This design comes from an exercise in tuning for small area, a short achievable clock period and few clock cycles per item on the open sky130 flow, not from production work. The RTL was checked by simulation tests, not by an equivalence proof against the original design. Power is estimated from default activity; no workload was simulated.

==> flow/design.v (outline; a module is shown in full before it is edited, if it fits) <==
// module PixelSolverMultiCore: 5612 lines
// module MandelFA: 4 lines
// module MandelHA: 4 lines
module PixelSolverMultiCore (
  input               io_cmd_valid,
  output              io_cmd_ready,
  input      [27:0]   io_cmd_payload_x,
  input      [27:0]   io_cmd_payload_y,
  output              io_rsp_valid,
  input               io_rsp_ready,
  output     [5:0]    io_rsp_payload_iteration,
  input               clk,
  input               reset
);
  // ...
==> flow/run.sh <==
#!/bin/bash
# synth_recipe.tcl (not shown) runs the flow's synth.tcl, then flattens the netlist and writes it again
# the make line also repeats each setting of config.mk as NAME=value (left out here)
make -C /OpenROAD-flow-scripts/flow DESIGN_CONFIG=/design/flow/config.mk WORK_HOME=/design/flow/orfs CLKGATE_MAP_FILE= SYNTH_SCRIPT=/design/flow/synth_recipe.tcl finish
==> flow/config.mk <==
export PLATFORM = sky130hd
export DESIGN_NAME = PixelSolverMultiCore
export DESIGN_NICKNAME = PixelSolverMultiCore
export VERILOG_FILES = /design/flow/design.v
export SDC_FILE = /design/flow/constraint.sdc
export NUM_CORES = 8
export LEC_CHECK = 0
export CAP_MARGIN = 20
export CORE_MARGIN = 2
export CORE_UTILIZATION = 50
export SLEW_MARGIN = 20
export SYNTH_HIERARCHICAL = 1
==> flow/constraint.sdc <==
create_clock -name core_clock -period 10.0 [get_ports {clk}]
set_input_delay 2.0000 -clock core_clock [delete_from_list [all_inputs] [get_ports {clk}]]
set_output_delay 2.0000 -clock core_clock [all_outputs]
set_load 0.01 [all_outputs]
==> impl_metrics.prom, run 1 <==
# TYPE chip_impl_metric gauge
chip_impl_metric{name="synth_enable_flop_cells",unit=""} 30
chip_impl_info{name="hold_path.startpoint",value="p1_snap[19]"} 1
chip_impl_metric{name="clockBufferCount",unit=""} 103
chip_impl_info{name="critical-path-top-delay-family",value="adder cells"} 1
chip_impl_info{name="unrepaired_setup_endpoints_after_global_routing",value="no"} 1
chip_impl_metric{name="postSynthRegisterBits",unit=""} 674
chip_impl_metric{name="critPathBufInv",unit=""} 3
chip_impl_info{name="most_frequent_cells_after_synthesis",value="1,084 x fa_1, 683 x and2_1, 629 x dfxtp_1"} 1
chip_impl_metric{name="compound_gate_fraction_of_synth_area",unit=""} 0.0928
chip_impl_metric{name="dpl_cells",unit=""} 6323
chip_impl_metric{name="net-switching-power",unit="mW"} 1.28
chip_impl_metric{name="antenna-diode-count",unit=""} 2
chip_impl_metric{name="asyncSetResetFlopFracSynth",unit=""} 0.0223
chip_impl_info{name="worstReg2RegStart",value="r0_y[5]"} 1
chip_impl_metric{name="total_power",unit="mW"} 5.77
chip_impl_metric{name="power.switching_fraction",unit=""} 0.223
chip_impl_metric{name="cts.reportedPaths.clkPinSlew",unit="ns"} 0.07
chip_impl_metric{name="die_x",unit="µm"} 343
chip_impl_metric{name="instances_no_fill",unit=""} 6467
chip_impl_info{name="rr_endpoint",value="q1_s3261"} 1
chip_impl_metric{name="final_cell_area",unit="µm²"} 62300
chip_impl_metric{name="finalCriticalPeriod",unit="ns"} 5.70
chip_impl_metric{name="dr_wl_met2",unit="µm"} 76200
chip_impl_info{name="status",value="finished clean"} 1
chip_impl_info{name="crit_path_start",value="r0_y[5]"} 1
chip_impl_metric{name="global_route_wire_length_before_repair",unit="µm"} 249000
chip_impl_metric{name="multi_input_comb_area",unit="µm²"} 41500
chip_impl_metric{name="die-area",unit="µm²"} 118000
chip_impl_metric{name="finalNetCount",unit=""} 6271
chip_impl_metric{name="insertion_delay",unit="ns"} 0.71
chip_impl_metric{name="post_dr_vias_cell",unit=""} 5.84
chip_impl_info{name="critPathSlowestCell",value="fa_1"} 1
chip_impl_metric{name="tap_cells",unit=""} 1512
chip_impl_metric{name="synth_area_in_xor_xnor",unit=""} 0.0648
chip_impl_metric{name="drt_pre_antenna_iters",unit=""} 6
chip_impl_metric{name="post_cts.repair.setup_buffers",unit=""} 0
chip_impl_metric{name="nNonClkInverters",unit=""} 190
Testbench counts, summed over its fixed seeds: cycles 260,505, pixels 8,192.
==> run 2: changes to the inputs <==
--- a/flow/config.mk
+++ b/flow/config.mk
@@ -10,2 +10,3 @@
 export CORE_UTILIZATION = 50
+export SETUP_SLACK_MARGIN = 4
 export SLEW_MARGIN = 20
==> run 2 against run 1 <==
Effect of this change: core utilization is the same; count of clock-buffer cells in the layout is the same; final area is the same; global-route usage is the same; power is the same; cell count is the same; synthesized cell count is the same; via count is the same; sequential share of layout area is the same; die area is the same; sequential power is essentially flat.
==> impl_metrics.prom, run 2 <==
# TYPE chip_impl_metric gauge
chip_impl_metric{name="cellInternalPower",unit="mW"} 4.49
chip_impl_info{name="yosysTopAreaCell",value="fa_1"} 1
chip_impl_metric{name="count_of_clock_tree_sinks",unit=""} 674
chip_impl_metric{name="finalMaxSlewViolations",unit=""} 0
chip_impl_metric{name="globalRouteMet1Util",unit=""} 0.369
chip_impl_info{name="hold-path-endpoint",value="r0_snap[19]"} 1
chip_impl_metric{name="yosysSeqAreaShare",unit=""} 0.241
chip_impl_info{name="layout_top_registers",value="p1_snap x56, r0_snap x56"} 1
chip_impl_metric{name="worst-slew-pin-transition",unit="ns"} 1.18
chip_impl_metric{name="synth.avg_cell_area",unit="µm²"} 11.4
chip_impl_metric{name="initial_core_utilization",unit=""} 0.504
chip_impl_metric{name="clk_buf_depth",unit=""} 3
chip_impl_metric{name="drc",unit=""} 0
chip_impl_metric{name="fillers",unit=""} 9906
chip_impl_metric{name="cts_htree_levels",unit=""} 3
chip_impl_metric{name="netlist_instances",unit=""} 5075
chip_impl_metric{name="routed_wire_length",unit="µm"} 160000
chip_impl_metric{name="insertion_delay",unit="ns"} 0.71
chip_impl_metric{name="critPathMaxFanout",unit=""} 36
chip_impl_info{name="synthMostInstantiatedCell",value="fa_1"} 1
chip_impl_info{name="clockRootBuffer",value="clkbuf_16"} 1
chip_impl_metric{name="power.combinational.fraction",unit=""} 0.005
chip_impl_metric{name="grtUsageMet3",unit=""} 0.0475
chip_impl_metric{name="cts.reportedPaths.clkPinSlew",unit="ns"} 0.07
chip_impl_info{name="rr_endpoint",value="q1_s3261"} 1
chip_impl_metric{name="synth_enable_flop_cells",unit=""} 30
chip_impl_metric{name="whs",unit="ns"} 0.315
chip_impl_metric{name="drt_pre_antenna_iters",unit=""} 6
chip_impl_info{name="hold_path_class",value="reg -> reg"} 1
chip_impl_metric{name="p_seq_frac",unit=""} 0.468
chip_impl_info{name="worstReg2RegStart",value="r0_y[5]"} 1
chip_impl_metric{name="detailedRoute.firstIterationViolations",unit=""} 2940
chip_impl_metric{name="cp.arrival",unit="ns"} 6.24
chip_impl_info{name="startpoint_type",value="flop"} 1
chip_impl_metric{name="required",unit="ns"} 10.54
chip_impl_metric{name="fin_worst_skew",unit="ns"} 0.0587
chip_impl_metric{name="syn_nets",unit=""} 6453
chip_impl_info{name="clock_tree_from_tritoncts",value="done"} 1
chip_impl_metric{name="regArea",unit="µm²"} 13900
chip_impl_metric{name="number_of_antenna_violations_at_the_first_check_in_global_routing",unit=""} 0
chip_impl_metric{name="die-height",unit="µm"} 343
chip_impl_metric{name="final_antenna_net_count",unit=""} 0
chip_impl_metric{name="power.clock.fraction",unit=""} 0.527
chip_impl_metric{name="numPortBuffers",unit=""} 67
chip_impl_info{name="most_frequent_cells_after_synthesis",value="1,084 x fa_1, 683 x and2_1, 629 x dfxtp_1"} 1
chip_impl_metric{name="core_region_area",unit="µm²"} 114000
chip_impl_metric{name="global_route_wire_length_before_repair",unit="µm"} 249000
chip_impl_metric{name="post_route_cells_drive_above_1_share",unit=""} 0.0793
chip_impl_metric{name="postSynthRegisterBits",unit=""} 674
chip_impl_metric{name="ioPinCount",unit=""} 68
chip_impl_info{name="final_cell_mix",value="1,084 x fa_1, 683 x and2_1, 587 x dfxtp_1"} 1
chip_impl_info{name="global_route_hottest_layer",value="met2"} 1
chip_impl_metric{name="netlist.area_leader.share",unit=""} 0.377
chip_impl_info{name="dominantRegCellSynth",value="dfxtp_1"} 1
chip_impl_metric{name="timing.reg2reg.setup_slack",unit="ns"} 4.30
chip_impl_metric{name="tns_setup",unit="ns"} 0
chip_impl_metric{name="net-switching-power",unit="mW"} 1.28
chip_impl_metric{name="max_clock_freq",unit="MHz"} 175
chip_impl_metric{name="post_cts_hold_buffer_count",unit=""} 0
chip_impl_metric{name="finalNetCount",unit=""} 6271
chip_impl_info{name="status",value="finished clean"} 1
chip_impl_metric{name="die_x",unit="µm"} 343
chip_impl_metric{name="via_count_of_the_first_global_routing_pass",unit=""} 41200
chip_impl_metric{name="min_delay_path_depth",unit=""} 0
chip_impl_metric{name="rows",unit=""} 124
chip_impl_metric{name="place.detailed.hpwl",unit="µm"} 109000
chip_impl_metric{name="multi_input_comb_area",unit="µm²"} 41500
chip_impl_metric{name="grt_use_met2",unit=""} 0.460
chip_impl_metric{name="finalCriticalPeriod",unit="ns"} 5.70
chip_impl_info{name="unrepaired_setup_endpoints_after_global_routing",value="no"} 1
chip_impl_metric{name="globalRoute.totalOverflow",unit=""} 0
chip_impl_metric{name="die-area",unit="µm²"} 118000
chip_impl_metric{name="distinct_cell_type_count_after_synthesis",unit=""} 82
chip_impl_metric{name="syn_to_final_growth",unit="%"} 8.04
chip_impl_metric{name="final-setup-viol-count",unit=""} 0
chip_impl_metric{name="ys_warn_count",unit=""} 7
chip_impl_metric{name="power.density",unit="nW/µm²"} 92.7
chip_impl_metric{name="cts_repair_resize_count",unit=""} 0
chip_impl_metric{name="final_min_period_over_clock_period",unit=""} 0.570
chip_impl_metric{name="drt-wirelength-per-cell",unit="µm"} 24.7
chip_impl_metric{name="vias",unit=""} 37800
chip_impl_metric{name="cts_buffers",unit=""} 80
chip_impl_metric{name="total_power",unit="mW"} 5.77
chip_impl_metric{name="slew-limit-headroom",unit=""} 0.208
chip_impl_metric{name="power.switching_fraction",unit=""} 0.223
chip_impl_metric{name="gpl.final_weighted_congestion",unit=""} 0.876
chip_impl_info{name="layout.cells.most_common",value="fa_1"} 1
chip_impl_metric{name="asyncSetResetFlopFracSynth",unit=""} 0.0223
chip_impl_metric{name="grt_max_degree",unit=""} 82
chip_impl_metric{name="post_cts.repair.setup_buffers",unit=""} 0
chip_impl_metric{name="worst_ir_drop_vdd",unit="µV"} 116
chip_impl_metric{name="timing.reg2reg.worst_path_depth",unit=""} 13
chip_impl_metric{name="hold_violations",unit=""} 0
chip_impl_metric{name="leakagePower",unit="nW"} 26.4
chip_impl_metric{name="post_dr_vias_cell",unit=""} 5.84
chip_impl_info{name="hold_path.startpoint",value="p1_snap[19]"} 1
chip_impl_info{name="worstSetupPathType",value="reg -> reg"} 1
chip_impl_metric{name="syn_area",unit="µm²"} 57600
chip_impl_metric{name="max-cap-violations",unit=""} 0
chip_impl_info{name="timing.critical_path.to_type",value="flop"} 1
chip_impl_info{name="synthTopCellsByArea",value="fa_1 38%, dfxtp_1 22%, and2_1 7.4%"} 1
chip_impl_metric{name="groute.usage.overall",unit=""} 0.280
==> run 2: worst max-delay path, cell delays in order, from the launching register on <==
cell and delay [ns]:
dfxtp_2 0.31, buf_4 0.42, buf_4 0.57, nand2_1 0.18
o21ai_4 0.25, buf_4 0.34, o21ai_0 0.13, xor2_1 0.19
fa_1 0.64, fa_1 0.46, fa_1 0.55, fa_1 0.44
fa_1 0.57, fa_1 0.42
==> run 2: power by group through the flow <==
stage / sequential (mW) / combinational (mW) / clock [mW]
after global placement: 2.76 / 0.0265 / 0
after CTS: 2.70 / 0.0268 / 3.12
final: 2.70 / 0.0262 / 3.04
after floorplan: 2.76 / 0.00109 / 0
after detailed placement: 2.76 / 0.0266 / 0
after global routing: 2.70 / 0.0280 / 3.23
==> run 2: metrics by stage <==
stage                     cells  cell area, µm²  setup WS [ns]   util
after floorplan            5075           57600           5.19      -
after global placement     6323           59500           4.46  0.520
after detailed placement   6323           59500           4.44  0.520
after CTS                  6465           62200           4.36  0.544
after global routing       6465           62200           4.14  0.544
final                      6467           62300           4.30  0.544
==> run 2: final cells by class <==
class / count / area share
inverter: 190 / 0.0115
multi-input combinational: 3775 / 0.666
timing repair buffer: 172 / 0.0234
clock buffer: 103 / 0.0353
clock inverter: 39 / 0.00902
antenna: 2 / 0.0000804
tap: 1512 / 0.0304
sequential: 674 / 0.224
==> run 2: logic make-up (layout without fill, tap and decap cells) <==
group | Yosys count | after routing | share of synthesized area
xor gates and xnor gates | 426 | 426 | 0.0648
adders and majority gates | 1318 | 1318 | 0.427
other | 0 | 2 | 0
DFF | 674 | 674 | 0.241
muxes | 102 | 102 | 0.0207
and+or+nand+nor | 1173 | 1173 | 0.113
buffers and inverters | 626 | 504 | 0.0409
AOI/OAI and AO/OA | 756 | 756 | 0.0928
==> run 2: worst max-delay path by stage <==
stage / start / end / slack [ns]
floorplan: r0_y[5] / q1_s3249 / 5.19
global placement: r0_y[3] / q1_s3261 / 4.46
detailed placement: r0_y[3] / q1_s3253 / 4.44
CTS: r0_y[5] / q1_s3261 / 4.36
global route: r0_y[5] / q1_s3261 / 4.14
finish: r0_y[5] / q1_s3261 / 4.30
==> run 2: metal layers <==
layer / wire (µm) / part of all wire
met2: 76200 / 0.48
met4: 7550 / 0.047
met3: 10600 / 0.067
met5: 0 / 0
met1: 65200 / 0.41
==> run 2: modules after synthesis, one instance, submodules excluded <==
| module | cell area, µm² | flip-flops and latches |
|---|---|---|
| MandelHA | 12.5 | 0 |
| PixelSolverMultiCore | 35100 | 674 |
| MandelFA | 20.0 | 0 |
==> run 3: changes to the inputs <==
--- a/flow/config.mk
+++ b/flow/config.mk
@@ -10,3 +10,3 @@
 export CORE_UTILIZATION = 50
-export SETUP_SLACK_MARGIN = 4
+export SETUP_SLACK_MARGIN = 5
 export SLEW_MARGIN = 20
==> run 3 against run 2 <==
Effect of this change: still clean on timing, DRC and antenna; core utilization is 0.85 points higher; clock skew is 0.0018 ns lower; synthesized cell count stayed put; non-clock buffer count is 31 higher; first-iteration DRC count is 5.1% higher; critical path depth is 4 lower; critical endpoint is now q1_s3251; largest power group unchanged; highest routed layer is now met5.
==> impl_metrics.prom, run 3 <==
# TYPE chip_impl_metric gauge
chip_impl_info{name="status",value="finished clean"} 1
chip_impl_metric{name="synth_enable_flop_cells",unit=""} 30
chip_impl_info{name="synthMostInstantiatedCell",value="fa_1"} 1
chip_impl_info{name="ordered_cell_list_for_the_critical_path",value="buf_4, a22oi_1, xnor2_1, fa_1, fa_1, fa_1, fa_1, fa_1, fa_1"} 1
chip_impl_metric{name="max-cap-violations",unit=""} 0
chip_impl_metric{name="critPathMaxFanout",unit=""} 32
chip_impl_metric{name="tns_setup",unit="ns"} 0
chip_impl_metric{name="power.density",unit="nW/µm²"} 91.3
chip_impl_metric{name="final-setup-viol-count",unit=""} 0
chip_impl_metric{name="antenna-diode-count",unit=""} 0
chip_impl_metric{name="pre_cts_slack",unit="ns"} 4.44
chip_impl_metric{name="cp.arrival",unit="ns"} 5.50
chip_impl_metric{name="final_antenna_net_count",unit=""} 0
chip_impl_metric{name="layout_setup_ws",unit="ns"} 5.08
chip_impl_info{name="critical-path-top-delay-family",value="adder cells"} 1
chip_impl_metric{name="number_of_antenna_violations_at_the_first_check_in_global_routing",unit=""} 2
chip_impl_metric{name="distinct_cell_type_count_after_synthesis",unit=""} 82
chip_impl_metric{name="place.detailed.hpwl",unit="µm"} 109000
chip_impl_metric{name="die_x",unit="µm"} 343
chip_impl_metric{name="postSynthRegisterBits",unit=""} 674
chip_impl_metric{name="finalCriticalPeriod",unit="ns"} 4.92
chip_impl_metric{name="total_power",unit="mW"} 5.77
chip_impl_info{name="unrepaired_setup_endpoints_after_global_routing",value="yes"} 1
chip_impl_metric{name="fillers",unit=""} 9824
chip_impl_info{name="clockRootBuffer",value="clkbuf_16"} 1
chip_impl_metric{name="syn_area",unit="µm²"} 57600
chip_impl_metric{name="max_clock_freq",unit="MHz"} 203
chip_impl_metric{name="initial_core_utilization",unit=""} 0.504
chip_impl_metric{name="asyncSetResetFlopFracSynth",unit=""} 0.0223
chip_impl_metric{name="required",unit="ns"} 10.57
chip_impl_metric{name="critPathBufInv",unit=""} 1
chip_impl_metric{name="grt_max_degree",unit=""} 82
chip_impl_metric{name="die-area",unit="µm²"} 118000
chip_impl_metric{name="syn_nets",unit=""} 6453
chip_impl_metric{name="rows",unit=""} 124
chip_impl_metric{name="multi_input_comb_area",unit="µm²"} 41700
chip_impl_info{name="hold_path_class",value="reg -> reg"} 1
chip_impl_metric{name="detailedRoute.firstIterationViolations",unit=""} 3090
chip_impl_metric{name="core_region_area",unit="µm²"} 114000
chip_impl_metric{name="finalMaxSlewViolations",unit=""} 0
chip_impl_metric{name="clk_buf_depth",unit=""} 3
chip_impl_metric{name="global_route_wire_length_before_repair",unit="µm"} 252000
chip_impl_info{name="worstSetupPathType",value="reg -> reg"} 1
chip_impl_metric{name="utilization",unit=""} 0.553
chip_impl_metric{name="post_cts_hold_buffer_count",unit=""} 0
chip_impl_metric{name="cts_buffers",unit=""} 80
chip_impl_metric{name="ioPinCount",unit=""} 68
chip_impl_metric{name="largest_stage_delay_on_the_critical_path",unit="ns"} 0.65
chip_impl_metric{name="vias",unit=""} 38200
chip_impl_metric{name="cts_htree_levels",unit=""} 3
chip_impl_metric{name="numPortBuffers",unit=""} 67
chip_impl_metric{name="final_min_period_over_clock_period",unit=""} 0.492
chip_impl_metric{name="insertion_delay",unit="ns"} 0.70
chip_impl_metric{name="slew-limit-headroom",unit=""} 0.415
chip_impl_metric{name="worst-slew-pin-transition",unit="ns"} 0.878
chip_impl_metric{name="drt_pre_antenna_iters",unit=""} 7
chip_impl_metric{name="via_count_of_the_first_global_routing_pass",unit=""} 41600
chip_impl_metric{name="drc",unit=""} 0
chip_impl_metric{name="syn_to_final_growth",unit="%"} 9.73
chip_impl_metric{name="groute.usage.overall",unit=""} 0.284
chip_impl_metric{name="post_route_cells_drive_above_1_share",unit=""} 0.0908
chip_impl_metric{name="drt-wirelength-per-cell",unit="µm"} 25.2
chip_impl_info{name="final_cell_mix",value="1,082 x fa_1, 682 x and2_1, 587 x dfxtp_1"} 1
chip_impl_info{name="most_frequent_cells_after_synthesis",value="1,084 x fa_1, 683 x and2_1, 629 x dfxtp_1"} 1
chip_impl_metric{name="hold_violations",unit=""} 0
chip_impl_info{name="dominantRegCellSynth",value="dfxtp_1"} 1
chip_impl_metric{name="die-height",unit="µm"} 343
chip_impl_info{name="clock_tree_from_tritoncts",value="done"} 1
chip_impl_info{name="timing.critical_path.to_type",value="flop"} 1
chip_impl_metric{name="placed_cell_area",unit="µm²"} 59500
chip_impl_metric{name="leakagePower",unit="nW"} 26.8
chip_impl_metric{name="post_dr_vias_cell",unit=""} 5.87
chip_impl_info{name="layout_top_registers",value="p1_snap x56, r0_snap x56"} 1
chip_impl_info{name="critPathSlowestCell",value="dfxtp_2"} 1
chip_impl_metric{name="yosysSeqAreaShare",unit=""} 0.241
chip_impl_metric{name="cts.reportedPaths.clkPinSlew",unit="ns"} 0.07
chip_impl_metric{name="regArea",unit="µm²"} 14000
chip_impl_info{name="yosysTopAreaCell",value="fa_1"} 1
chip_impl_info{name="layout.cells.most_common",value="fa_1"} 1
chip_impl_metric{name="ys_warn_count",unit=""} 7
chip_impl_info{name="startpoint_type",value="flop"} 1
chip_impl_metric{name="count_of_clock_tree_sinks",unit=""} 674
chip_impl_metric{name="worst_ir_drop_vdd",unit="µV"} 116
chip_impl_metric{name="final_cell_area",unit="µm²"} 63200
chip_impl_metric{name="synth.avg_cell_area",unit="µm²"} 11.4
chip_impl_metric{name="netlist_instances",unit=""} 5075
chip_impl_metric{name="routed_wire_length",unit="µm"} 164000
chip_impl_metric{name="finalNetCount",unit=""} 6306
chip_impl_metric{name="fin_worst_skew",unit="ns"} 0.0569
chip_impl_metric{name="globalRoute.totalOverflow",unit=""} 0
chip_impl_info{name="worst_path_most_repeated_cell",value="fa_1"} 1
chip_impl_info{name="synthTopCellsByArea",value="fa_1 38%, dfxtp_1 22%, and2_1 7.4%"} 1
chip_impl_metric{name="netlist.area_leader.share",unit=""} 0.377
chip_impl_metric{name="gpl.final_weighted_congestion",unit=""} 0.876
run 3: layout make-up:
type                    count  share of cell area
multi-input cells        3779               0.660
flip-flops and latches    674               0.221
clock inverters            39             0.00889
clock buffers             103              0.0348
inverters                 190              0.0113
repair buffers            203              0.0343
well taps                1512              0.0299
run 3: kinds of logic after synthesis:
group | count (synthesis) | share of synthesized area
AOI/OAI and AO/OA | 756 | 0.0928
xor gates and xnor gates | 426 | 0.0648
buffers and inverters | 626 | 0.0409
muxes | 102 | 0.0207
and+or+nand+nor | 1173 | 0.113
adders and majority gates | 1318 | 0.427
DFF | 674 | 0.241
run 3: worst paths after layout:
kind                                  start     endpoint  slack (ns)  cells past startpoint
worst max-delay path               r0_x[23]     q1_s3251        5.08                      9
worst min-delay path            p1_snap[19]  r0_snap[19]        0.32                      0
worst max register to register     r0_x[23]     q1_s3251        5.08                      9
worst min register to register  p1_snap[19]  r0_snap[19]        0.32                      0
max in group asynchronous             reset           tk        7.89                      2
min in group asynchronous             reset     rob_v[3]        1.68                      2
run 3: what timing repair did:
item	4_1_cts	5_1_grt
pin swaps	7	14
gates resized for setup	45	76
setup endpoints to repair	52	50
buffers inserted	17	10
gates cloned	5	3
run 3: power by group:
part	internal (mW)	switching [mW]
logic	0.0202	0.00605
clock network	1.77	1.28
registers	2.70	0.0000000000000000260
total	4.49	1.29
run 3: Yosys stat by module (local to each module, per instance):
module                copies in the design  area [µm²]
PixelSolverMultiCore                     1       35100
MandelFA                              1079        20.0
MandelHA                                77        12.5
run 3: through the flow:
step | hold slack (ns) | std cells
finish | 0.317 | 6500
global route | 0.329 | 6500
detailed placement | 0.312 | 6323
floorplan | 0.310 | 5075
CTS | 0.322 | 6487
global placement | 0.310 | 6323
run 3: metal layers:
layer | routed length, µm | track usage | vias up
met1 | 64900 | 0.371 | 19800
met4 | 8400 | 0.126 | 2
met5 | 13 | 0 | -
met2 | 78100 | 0.464 | 1674
li1 | - | - | 16300
met3 | 12400 | 0.0528 | 462
==> run 4: changes to the inputs <==
==> flow/flow/run.sh (new file) <==
#!/bin/bash
set -euo pipefail
MARGIN=${MARGIN:-7}
sed "s/SETUP_SLACK_MARGIN=[0-9.]*/SETUP_SLACK_MARGIN=$MARGIN/" standard.sh > standard_margin.sh
bash standard_margin.sh > standard.log 2>&1
==> flow/standard.sh (new file) <==
#!/bin/bash
# synth_recipe.tcl (not shown) runs the flow's synth.tcl, then flattens the netlist and writes it again
# the make line also repeats each setting of config.mk as NAME=value (left out here)
make -C /OpenROAD-flow-scripts/flow DESIGN_CONFIG=/design/flow/config.mk WORK_HOME=/design/flow/orfs CLKGATE_MAP_FILE= SYNTH_SCRIPT=/design/flow/synth_recipe.tcl "${@:-finish}"
removed: flow/run.sh
==> run 4 against run 3 <==
Effect of this change: still clean on timing, DRC and antenna; non-clock buffer count up 429; sequential power barely moved; power up 2.4%; count of clock-buffer cells in the layout is 14 higher; die area unchanged; critical path type unchanged; highest routed layer unchanged.
==> impl_metrics.prom, run 4 <==
# TYPE chip_impl_metric gauge
chip_impl_info{name="hold_path_class",value="reg -> reg"} 1
chip_impl_info{name="critPathSlowestCell",value="fa_1"} 1
chip_impl_info{name="crit_path_start",value="r0_y[7]"} 1
chip_impl_metric{name="worst-slew-pin-transition",unit="ns"} 1.08
chip_impl_metric{name="finalNetCount",unit=""} 6738
chip_impl_info{name="synthMostInstantiatedCell",value="fa_1"} 1
chip_impl_metric{name="gpl.final_weighted_congestion",unit=""} 0.860
chip_impl_metric{name="asyncSetResetFlopFracSynth",unit=""} 0.0223
chip_impl_metric{name="cts.reportedPaths.clkPinSlew",unit="ns"} 0.06
chip_impl_metric{name="via_count_of_the_first_global_routing_pass",unit=""} 45700
chip_impl_metric{name="hold_violations",unit=""} 0
chip_impl_metric{name="netlist_instances",unit=""} 5075
chip_impl_info{name="ordered_cell_list_for_the_critical_path",value="ha_4, buf_12, a22oi_2, xnor2_1, fa_1, fa_2, fa_2, fa_2, fa_2, fa_2"} 1
chip_impl_info{name="yosysTopAreaCell",value="fa_1"} 1
chip_impl_info{name="worst_path_most_repeated_cell",value="fa_2"} 1
chip_impl_metric{name="routed_wire_length",unit="µm"} 209000
chip_impl_metric{name="final_antenna_net_count",unit=""} 0
chip_impl_metric{name="synth.avg_cell_area",unit="µm²"} 11.4
chip_impl_metric{name="ys_warn_count",unit=""} 7
chip_impl_metric{name="final_cell_area",unit="µm²"} 73800
chip_impl_metric{name="die-area",unit="µm²"} 118000
chip_impl_metric{name="required",unit="ns"} 10.58
chip_impl_metric{name="regArea",unit="µm²"} 14100
chip_impl_metric{name="tns_setup",unit="ns"} 0
chip_impl_metric{name="total_power",unit="mW"} 5.91
chip_impl_info{name="timing.critical_path.to_type",value="flop"} 1
chip_impl_metric{name="timing.reg2reg.worst_path_depth",unit=""} 10
chip_impl_metric{name="rows",unit=""} 124
chip_impl_metric{name="cts_buffers",unit=""} 81
chip_impl_metric{name="initial_core_utilization",unit=""} 0.504
chip_impl_metric{name="cts_htree_levels",unit=""} 3
chip_impl_info{name="status",value="finished clean"} 1
chip_impl_metric{name="core_region_area",unit="µm²"} 114000
chip_impl_info{name="worstSetupPathType",value="reg -> reg"} 1
chip_impl_metric{name="fillers",unit=""} 8414
chip_impl_info{name="worstReg2RegStart",value="r0_y[7]"} 1
chip_impl_info{name="most_frequent_cells_after_synthesis",value="1,084 x fa_1, 683 x and2_1, 629 x dfxtp_1"} 1
chip_impl_metric{name="syn_nets",unit=""} 6453
chip_impl_metric{name="drt_pre_antenna_iters",unit=""} 8
chip_impl_metric{name="dpl_cells",unit=""} 6302
chip_impl_metric{name="die_x",unit="µm"} 343
chip_impl_metric{name="final-setup-viol-count",unit=""} 0
chip_impl_metric{name="whs",unit="ns"} 0.322
chip_impl_metric{name="syn_area",unit="µm²"} 57600
chip_impl_metric{name="place.detailed.hpwl",unit="µm"} 110000
chip_impl_info{name="clockRootBuffer",value="clkbuf_16"} 1
chip_impl_info{name="critical-path-top-delay-family",value="adder cells"} 1
chip_impl_metric{name="placed_cell_area",unit="µm²"} 60500
chip_impl_metric{name="cp.arrival",unit="ns"} 5.20
chip_impl_metric{name="postSynthRegisterBits",unit=""} 674
chip_impl_metric{name="insertion_delay",unit="ns"} 0.72
chip_impl_metric{name="synth_enable_flop_cells",unit=""} 30
chip_impl_metric{name="worst_ir_drop_vdd",unit="µV"} 130
chip_impl_metric{name="yosysSeqAreaShare",unit=""} 0.241
chip_impl_metric{name="vias",unit=""} 42800
chip_impl_metric{name="post_route_cells_drive_above_1_share",unit=""} 0.320
chip_impl_metric{name="largest_stage_delay_on_the_critical_path",unit="ns"} 0.66
chip_impl_metric{name="finalMaxSlewViolations",unit=""} 0
chip_impl_metric{name="fin_worst_skew",unit="ns"} 0.0335
chip_impl_info{name="synthTopCellsByArea",value="fa_1 38%, dfxtp_1 22%, and2_1 7.4%"} 1
chip_impl_metric{name="drc",unit=""} 0
chip_impl_metric{name="global_route_wire_length_before_repair",unit="µm"} 301000
chip_impl_metric{name="max-cap-violations",unit=""} 0
chip_impl_metric{name="syn_to_final_growth",unit="%"} 28.0
chip_impl_metric{name="max_clock_freq",unit="MHz"} 216
chip_impl_info{name="clock_tree_from_tritoncts",value="done"} 1
chip_impl_metric{name="numPortBuffers",unit=""} 67
chip_impl_metric{name="detailedRoute.firstIterationViolations",unit=""} 4448
chip_impl_metric{name="final_min_period_over_clock_period",unit=""} 0.462
chip_impl_metric{name="slew-limit-headroom",unit=""} 0.272
chip_impl_metric{name="distinct_cell_type_count_after_synthesis",unit=""} 82
chip_impl_info{name="unrepaired_setup_endpoints_after_global_routing",value="yes"} 1
chip_impl_metric{name="count_of_clock_tree_sinks",unit=""} 674
chip_impl_metric{name="instances_no_fill",unit=""} 6954
chip_impl_metric{name="number_of_antenna_violations_at_the_first_check_in_global_routing",unit=""} 15
chip_impl_metric{name="ioPinCount",unit=""} 68
chip_impl_info{name="layout.cells.most_common",value="fa_1"} 1
chip_impl_metric{name="critPathMaxFanout",unit=""} 7
chip_impl_info{name="rr_endpoint",value="q1_s3253"} 1
chip_impl_metric{name="critPathBufInv",unit=""} 1
chip_impl_metric{name="leakagePower",unit="nW"} 30.8
chip_impl_metric{name="post_dr_vias_cell",unit=""} 6.16
chip_impl_metric{name="grt_max_degree",unit=""} 81
chip_impl_info{name="hold_path.startpoint",value="p1_snap[30]"} 1
chip_impl_metric{name="timing.reg2reg.setup_slack",unit="ns"} 5.38
chip_impl_metric{name="netlist.area_leader.share",unit=""} 0.377
chip_impl_metric{name="power.density",unit="nW/µm²"} 80.2
chip_impl_metric{name="globalRoute.totalOverflow",unit=""} 0
chip_impl_metric{name="min_delay_path_depth",unit=""} 0
chip_impl_info{name="hold-path-endpoint",value="r0_snap[30]"} 1
chip_impl_metric{name="clk_buf_depth",unit=""} 3
chip_impl_metric{name="finalCriticalPeriod",unit="ns"} 4.62
chip_impl_info{name="final_cell_mix",value="724 x fa_1, 568 x dfxtp_1, 561 x and2_1"} 1
chip_impl_info{name="dominantRegCellSynth",value="dfxtp_1"} 1
chip_impl_metric{name="multi_input_comb_area",unit="µm²"} 45200
chip_impl_info{name="startpoint_type",value="flop"} 1
chip_impl_info{name="layout_top_registers",value="p1_snap x56, r0_snap x56"} 1
chip_impl_metric{name="die-height",unit="µm"} 343
chip_impl_metric{name="post_cts_hold_buffer_count",unit=""} 0
chip_impl_metric{name="drt-wirelength-per-cell",unit="µm"} 30.1
chip_impl_metric{name="groute.usage.overall",unit=""} 0.354
run 4: cell counts after synthesis:
Identical to the previous run, type by type.
run 4: layer usage:
layer / track usage / part of all wire / vias to the layer above / wire length (µm)
li1: - / - / 17200 / -
met3: 0.112 / 0.12 / 947 / 24600
met5: 0.00521 / 0.0012 / - / 245
met2: 0.543 / 0.44 / 2763 / 93100
met4: 0.219 / 0.079 / 16 / 16600
met1: 0.436 / 0.36 / 21900 / 74900
run 4: layout make-up:
class	instances	share of cell area
tap	1512	0.0256
antenna	15	0.000509
multi-input combinational	3781	0.612
sequential	674	0.191
clock inverter	33	0.00653
clock buffer	117	0.0329
inverter	190	0.00970
timing repair buffer	632	0.121
run 4: worst max-delay path by stage:
stage	end	slack, ns	depth (start not counted)
CTS	r0_x[14]	5.38	20
global route	r0_x[26]	5.28	22
global placement	q1_s3253	4.67	12
detailed placement	q1_s3253	4.61	12
finish	q1_s3253	5.38	10
floorplan	q1_s3245	5.78	12
run 4: cell families (layout without fill, tap and decap cells):
kind of cell | count (synthesis) | in the layout | share of synthesized area
and+or+nand+nor | 1173 | 1176 | 0.113
buffers and inverters | 626 | 972 | 0.0409
other | 0 | 15 | 0
xor gates and xnor gates | 426 | 426 | 0.0648
muxes | 102 | 102 | 0.0207
AOI/OAI and AO/OA | 756 | 759 | 0.0928
DFF | 674 | 674 | 0.241
adders and majority gates | 1318 | 1318 | 0.427
run 4: what timing repair did:
item | 4_1_cts | 5_1_grt
setup buffers | 338 | 71
setup endpoints to repair | 353 | 336
gates cloned | 70 | 8
resized for setup | 914 | 270
endpoints found under the hold margin | 0 | 0
pin swaps | 501 | 357
run 4: where the power goes:
part	switching (mW)	total (mW)	internal (mW)
Sequential	0.0000000000000000313	2.69	2.69
Combinational	0.00567	0.0257	0.0200
Clock	1.31	3.20	1.89
Total	1.32	5.91	4.60
run 4: through the flow:
step | setup WS (ns) | utilization
4_1_cts | 5.38 | 0.629
3_3_place_gp | 4.67 | 0.529
3_5_place_dp | 4.61 | 0.529
5_1_grt | 5.28 | 0.645
2_1_floorplan | 5.78 | -
6_report | 5.38 | 0.645
run 4: Yosys stat by module, one instance, submodules excluded:
module                flops+latches  cell area [µm²]
MandelFA                          0             20.0
MandelHA                          0             12.5
PixelSolverMultiCore            674            35100

what the ideal ports hide:
The flow's constraints put no driver on any port. The routed layouts listed below were extracted and timed again, unchanged, in two steps.
Step 1 sets driving cells, clkbuf_16 on the clock port and buf_2 on the other inputs (assumed; they add their load-dependent delay and slew).
Step 2, shift: input delay + t, output delay - t, t = (earliest + latest rising clock arrival at the registers) / 2. This alone moves slack from input paths to output paths.
Slacks: ideal / step 1 / step 2; pairs: ideal / step 1.
run	t (ns)	setup slack, ns	latest minus earliest clock arrival (ns)	worst slew at a driven data input, ns	pins driven straight from the clock port
run 1	0.757	4.300 / 4.300 / 4.300	0.060 / 0.060	0.07	1
run 2	0.757	4.300 / 4.300 / 4.300	0.060 / 0.060	0.07	1
run 3	0.753	5.077 / 5.077 / 5.077	0.057 / 0.058	0.06	1
run 4	0.771	5.377 / 5.377 / 5.377	0.039 / 0.038	0.05	1
After both steps every run listed still meets setup and hold.
